This design comes from an exercise in tuning for small area on the open sky130 flow, not from production work.
Only simulation tests tie the RTL to the original design; equivalence was not proved.
The clock input has no modelled driver; a real chip could not lean on it and would need a root buffer or a full tree.
Power is estimated from default activity; no workload was simulated.

== lane 1 ==
Design breakout, start of the top module:
module breakout
	(
		input         clk,
		input         resetn,        
		input  [1:0]  go,            
		input         paddle_tick,
		input         ball_tick,
		output [8:0]  x,
		output [7:0]  y,
		output [2:0]  colour,
		output        plot
	);
	wire draw_paddle;
	wire [7:0] paddle_nhalf;
	wire [8:0] ball_x;
	wire [7:0] ball_y;
	wire [2:0] BALL_HIT;
	wire BRICK_HIT;
	wire [1:0] brick;
	wire fps_clock = paddle_tick | ~resetn;
	wire thirty_clock = ball_tick | ~resetn;
	paddle_control PC(.clk(clk), .en(fps_clock), .resetn(resetn), .go(go), .ball_x(ball_x), .ball_y(ball_y),
		.draw(draw_paddle), .npos_half(paddle_nhalf), .PADDLE_HIT(BALL_HIT));
	ball_control BC(.clk(clk), .en(thirty_clock), .tick(ball_tick), .reset(resetn), .x(ball_x), .y(ball_y),
		.PADDLE_HIT(BALL_HIT), .BRICK_HIT(BRICK_HIT), .brick(brick));
	new_draw ND(.clk(clk), .reset(resetn), .paddle_nhalf(paddle_nhalf), .p_draw(draw_paddle),
		.ball_x(ball_x), .ball_y(ball_y), .x(x), .y(y), .color(colour), .wren(plot),
		.fps(thirty_clock), .BRICK_HIT(BRICK_HIT), .brick(brick));
endmodule
Size in the first run: roughly 700 cells after synthesis, ~130 flip-flops, roughly 27 I/O pins.
==> flow/config.mk <==
export PLATFORM = sky130hd
export DESIGN_NAME = breakout
export DESIGN_NICKNAME = breakout
export VERILOG_FILES = /design/flow/design.v
export SDC_FILE = /design/flow/constraint.sdc
export NUM_CORES = 4
export LEC_CHECK = 0
export CAP_MARGIN = 20
export CORE_MARGIN = 2
export CORE_UTILIZATION = 75
export SLEW_MARGIN = 20
==> flow/constraint.sdc <==
create_clock -name core_clock -period 20.0 [get_ports {clk}]
set_input_delay 4.0000 -clock core_clock [delete_from_list [all_inputs] [get_ports {clk}]]
set_output_delay 4.0000 -clock core_clock [all_outputs]
set_load 0.01 [all_outputs]
standard.sh (not shown) runs the stock make flow with config.mk's settings and CLKGATE_MAP_FILE= SYNTH_SCRIPT=/design/flow/synth_recipe.tcl, a recipe that flattens the netlist after the stock synthesis.
==> flow/flow/run.sh <==
#!/bin/bash
# Own layout flow: the standard ORFS flow (standard.sh), with
#  - synthesis: ORFS's synth.tcl unchanged except that full adders are not
#    extracted and ABC maps with an area-oriented script (flow/abc_area*.script),
#    run from eight seeds, keeping the smallest result;
#    the Yosys passes before ABC, the flip-flop mapping, the flattening and the
#    renaming are the standard ones, so the registers are the same. The
#    flip-flops then get the instance names of the standard synthesis (run
#    first, matched by the register on the Q pin; flow/match_regs.py), since
#    its automatic names depend on the number of cells ABC made before them;
#  - clock tree: a two-level tree of a few large clock buffers, each leaf
#    buffer driving one cluster of flip-flops (flow/own_cts.tcl), in place of
#    TritonCTS, which makes many small clusters;
#  - port buffers: the smallest buffer (BUFFER_PORTS_ARGS).
# Each tool's output goes to a log file in the work folder.
set -euo pipefail
W=$PWD
F=$W/flow
R=$W/orfs/results/$FLOW_PLATFORM/breakout/base

# the standard synthesis, for the flip-flop names
bash "$W/standard.sh" synth > "$W/std_synth.log" 2>&1
cp "$R/1_2_yosys.v" "$W/std_1_2_yosys.v"
rm -rf "$W/orfs"

# own synthesis: ABC's deepsyn from eight seeds, each followed by the area
# mapper amap (runs named <seed>a; a name <seed>n would use &nf with SAT-based
# area recovery instead), four at a time, each in its own ORFS work folder;
# the smallest netlist is kept
sed -E 's|SYNTH_SCRIPT=[^ ]+|SYNTH_SCRIPT='"$W"'/own_synth_SEED.tcl|; s|WORK_HOME=[^ ]+|WORK_HOME='"$W"'/orfs_SEED|' "$W/standard.sh" > "$W/own_standard.in"
grep -q 'own_synth_SEED.tcl' "$W/own_standard.in"
grep -q 'orfs_SEED' "$W/own_standard.in"
CANDS="1a 2a 3a 4a 5a 6a 7a 8a"
n=0
for c in $CANDS; do
  seed=${c:0:1}
  if [[ ${c:1:1} == a ]]; then script="$F/abc_area.script"; else script="$F/abc_area_nf.script"; fi
  sed -e "s|&deepsyn -T 60|\&deepsyn -T 60 -S $seed|" "$script" > "$W/abc_area_$c.script"
  grep -q -- "-S $seed" "$W/abc_area_$c.script"
  sed -e '/^  extract_fa /d' \
      -e 's|^  log_cmd abc {\*}\$abc_args|  set abc_args [lreplace $abc_args 1 1 '"$W"'/abc_area_'"$c"'.script]\n  log_cmd abc {*}$abc_args|' \
      "$FLOW_HOME/scripts/synth.tcl" > "$W/own_synth_core_$c.tcl"
  grep -q "abc_area_$c.script" "$W/own_synth_core_$c.tcl"
  ! grep -q '^  extract_fa ' "$W/own_synth_core_$c.tcl"
  sed -e 's|source \$::env(SCRIPTS_DIR)/synth.tcl|source '"$W"'/own_synth_core_'"$c"'.tcl|' "$W/synth_recipe.tcl" > "$W/own_synth_$c.tcl"
  grep -q "own_synth_core_$c" "$W/own_synth_$c.tcl"
  sed -e "s|SEED|$c|g" "$W/own_standard.in" > "$W/own_standard_$c.sh"
  bash "$W/own_standard_$c.sh" synth > "$W/synth_$c.log" 2>&1 &
  n=$((n + 1))
  if [[ $n == 4 ]]; then wait; fi
done
wait
best=""
for c in $CANDS; do
  a=$(awk '/Chip area for module/ {print $NF}' "$W/orfs_$c/reports/$FLOW_PLATFORM/breakout/base/synth_stat.txt")
  echo "run $c: area $a" >> "$W/synth_choice.log"
  if [[ -z "$best" ]] || awk -v a="$a" -v b="$besta" 'BEGIN {exit !(a < b)}'; then best=$c; besta=$a; fi
done
echo "kept run $best" >> "$W/synth_choice.log"
mv "$W/orfs_$best" "$W/orfs"
python3 "$F/match_regs.py" "$W/std_1_2_yosys.v" "$R/1_2_yosys.v" > "$W/match_regs.log" 2>&1
rm -f "$R/1_synth.odb" "$R/1_synth.sdc"

# placement, the standard flow
export BUFFER_PORTS_ARGS="-buffer_cell sky130_fd_sc_hd__buf_1"
bash "$W/standard.sh" place > "$W/place.log" 2>&1

# clock tree
OWN_RESULTS="$R" OWN_PLATFORM_DIR="$FLOW_HOME/platforms/$FLOW_PLATFORM" OWN_FLOW="$F" \
OWN_CTS_LEAVES=5 OWN_CTS_LEAF_BUF=sky130_fd_sc_hd__clkbuf_16 OWN_CTS_TOPS=1 OWN_CTS_TOP_BUF=sky130_fd_sc_hd__clkbuf_8 \
  openroad -no_init -exit "$F/own_cts.tcl" > "$W/own_cts.log" 2>&1
test -s "$R/4_1_cts.odb"

# rest of the layout, the standard flow
bash "$W/standard.sh" > "$W/layout.log" 2>&1
test -s "$W/out/final.def"
Other scripts of this flow, unchanged in this note and not shown: flow/flow/abc_area.script, flow/flow/abc_area_nf.script, flow/flow/match_regs.py, flow/flow/own_cts.tcl, flow/flow/own_cts_tree.tcl
### lane 1 -> lane 2
-- flow/design.v --
<<< lane 1, line 8
	output reg [2:0] PADDLE_HIT,  
	output reg       draw,
	output     [7:0] npos_half    
	);
	wire rst = ~resetn;
	wire run = en & resetn;
	reg [7:0] npos;
	assign npos_half = npos;
	wire at_left = npos[7:3] == 5'b11111 && npos[1:0] == 2'b11;    
	wire at_right = ~npos[7] & ~npos[3] & ~npos[2];                
>>> lane 2, line 8
	output reg [2:0] PADDLE_HIT,  
	output reg       draw,
	output     [7:0] pos_half
	);
	wire rst = ~resetn;
	wire run = en & resetn;
	reg [7:0] npos;
	assign pos_half = ~npos;
	wire at_left = npos[7:3] == 5'b11111 && npos[1:0] == 2'b11;    
	wire at_right = ~npos[7] & ~npos[3] & ~npos[2];                
<<< lane 1, line 118
	input            clk,
	input            reset,
	input      [7:0] paddle_nhalf,    
	input            p_draw,
	input      [8:0] ball_x,
>>> lane 2, line 118
	input            clk,
	input            reset,
	input      [7:0] paddle_half,
	input            p_draw,
	input      [8:0] ball_x,
<<< lane 1, line 136
		BES = 9'd127, BEE = 9'd255, PES = 9'd319, PDS = 9'd384, PD0 = 9'd448;
	reg [8:0] cs, ns;
	reg [7:0] ncp;    
	reg [8:0] cbx;
	reg [7:0] cby;
>>> lane 2, line 136
		BES = 9'd127, BEE = 9'd255, PES = 9'd319, PDS = 9'd384, PD0 = 9'd448;
	reg [8:0] cs, ns;
	reg [7:0] cp;
	reg [8:0] cbx;
	reg [7:0] cby;
<<< lane 1, line 202
	endcase
	wire [8:0] x_wall = s_rw ? 9'd320 - lo[2:0] : lo;
	wire [8:0] x_pad  = {~(ncp - {4'd0, pdp[4:1]}), pdp[0]};    
	wire [8:0] x_brk  = bx + lo[4:0];
	wire [7:0] y_brk  = 8'd60 + {5'd0, lo[7:5]};
>>> lane 2, line 202
	endcase
	wire [8:0] x_wall = s_rw ? 9'd320 - lo[2:0] : lo;
	wire [8:0] x_pad  = {cp + {4'd0, pdp[4:1]}, pdp[0]};
	wire [8:0] x_brk  = bx + lo[4:0];
	wire [7:0] y_brk  = 8'd60 + {5'd0, lo[7:5]};
<<< lane 1, line 225
		pdp <= {7{~pdp_clr}} & pdp_inc[6:0];
		hx <= {2{~cnt_clr}} & {hx_inc[1], hx_inc[0] | (s_db & ~wren)};
		if (rst | s_pds) ncp <= paddle_nhalf;
		if (rst | s_bd) begin
			cbx <= ball_x;
>>> lane 2, line 225
		pdp <= {7{~pdp_clr}} & pdp_inc[6:0];
		hx <= {2{~cnt_clr}} & {hx_inc[1], hx_inc[0] | (s_db & ~wren)};
		if (rst | s_pds) cp <= paddle_half;
		if (rst | s_bd) begin
			cbx <= ball_x;
<<< lane 1, line 249
	);
	wire draw_paddle;
	wire [7:0] paddle_nhalf;
	wire [8:0] ball_x;
	wire [7:0] ball_y;
>>> lane 2, line 249
	);
	wire draw_paddle;
	wire [7:0] paddle_half;
	wire [8:0] ball_x;
	wire [7:0] ball_y;
<<< lane 1, line 258
	wire thirty_clock = ball_tick | ~resetn;
	paddle_control PC(.clk(clk), .en(fps_clock), .resetn(resetn), .go(go), .ball_x(ball_x), .ball_y(ball_y),
		.draw(draw_paddle), .npos_half(paddle_nhalf), .PADDLE_HIT(BALL_HIT));
	ball_control BC(.clk(clk), .en(thirty_clock), .tick(ball_tick), .reset(resetn), .x(ball_x), .y(ball_y),
		.PADDLE_HIT(BALL_HIT), .BRICK_HIT(BRICK_HIT), .brick(brick));
	new_draw ND(.clk(clk), .reset(resetn), .paddle_nhalf(paddle_nhalf), .p_draw(draw_paddle),
		.ball_x(ball_x), .ball_y(ball_y), .x(x), .y(y), .color(colour), .wren(plot),
		.fps(thirty_clock), .BRICK_HIT(BRICK_HIT), .brick(brick));
>>> lane 2, line 258
	wire thirty_clock = ball_tick | ~resetn;
	paddle_control PC(.clk(clk), .en(fps_clock), .resetn(resetn), .go(go), .ball_x(ball_x), .ball_y(ball_y),
		.draw(draw_paddle), .pos_half(paddle_half), .PADDLE_HIT(BALL_HIT));
	ball_control BC(.clk(clk), .en(thirty_clock), .tick(ball_tick), .reset(resetn), .x(ball_x), .y(ball_y),
		.PADDLE_HIT(BALL_HIT), .BRICK_HIT(BRICK_HIT), .brick(brick));
	new_draw ND(.clk(clk), .reset(resetn), .paddle_half(paddle_half), .p_draw(draw_paddle),
		.ball_x(ball_x), .ball_y(ball_y), .x(x), .y(y), .color(colour), .wren(plot),
		.fps(thirty_clock), .BRICK_HIT(BRICK_HIT), .brick(brick));
## What came out
Lane 2 vs lane 1: worst hold margin down. Per the comparison of lane 2 with lane 1, fmax lower, final area higher, number of cells after detailed placement higher, total length of routed wires higher, clock transition at the register clock pins on the worst setup and hold paths after CTS roughly the same. Lane 1 → lane 2: relative contribution of combinational cells to total power -4.3 points; pre-CTS setup slack -0.51 ns; area of the mapped netlist +28 sq um; critical path depth -4; total power -32 uW. Comparing the two runs side by side, lane 2 comes out behind lane 1 on time the worst path needs with I/O delays and setup.
In every run of this note, the design's own scripts or RTL, not TritonCTS, make the clock network.

[separate check: timing with driven ports]
Ports are ideal in the flow. The routed layouts listed here were re-timed in OpenROAD.
Step 1 sets driving cells, clkbuf_16 on the clock port and buf_2 on the other inputs (assumed; they add their load-dependent delay and slew).
Step 2 times the ports against the registers' clock, not the clock port: input delays grow and output delays shrink by t, the midpoint of the rising clock arrivals with the driver on.
Three values: ideal, step 1, step 2; two values: the first two.
run	shift t [ns]	setup slack, ns	hold slack, ns	worst setup path at the end
lane 1	0.407	13.978 / 13.986 / 13.579	0.447 / 0.447 / 0.447	input to register
lane 2	0.436	13.463 / 13.475 / 13.038	0.434 / 0.434 / 0.434	input to register
After both steps setup and hold are still met in every run listed. For lane 2, which loses most, drivers alone change the setup slack by +0.012 ns; drivers and shift together by -0.425 ns.
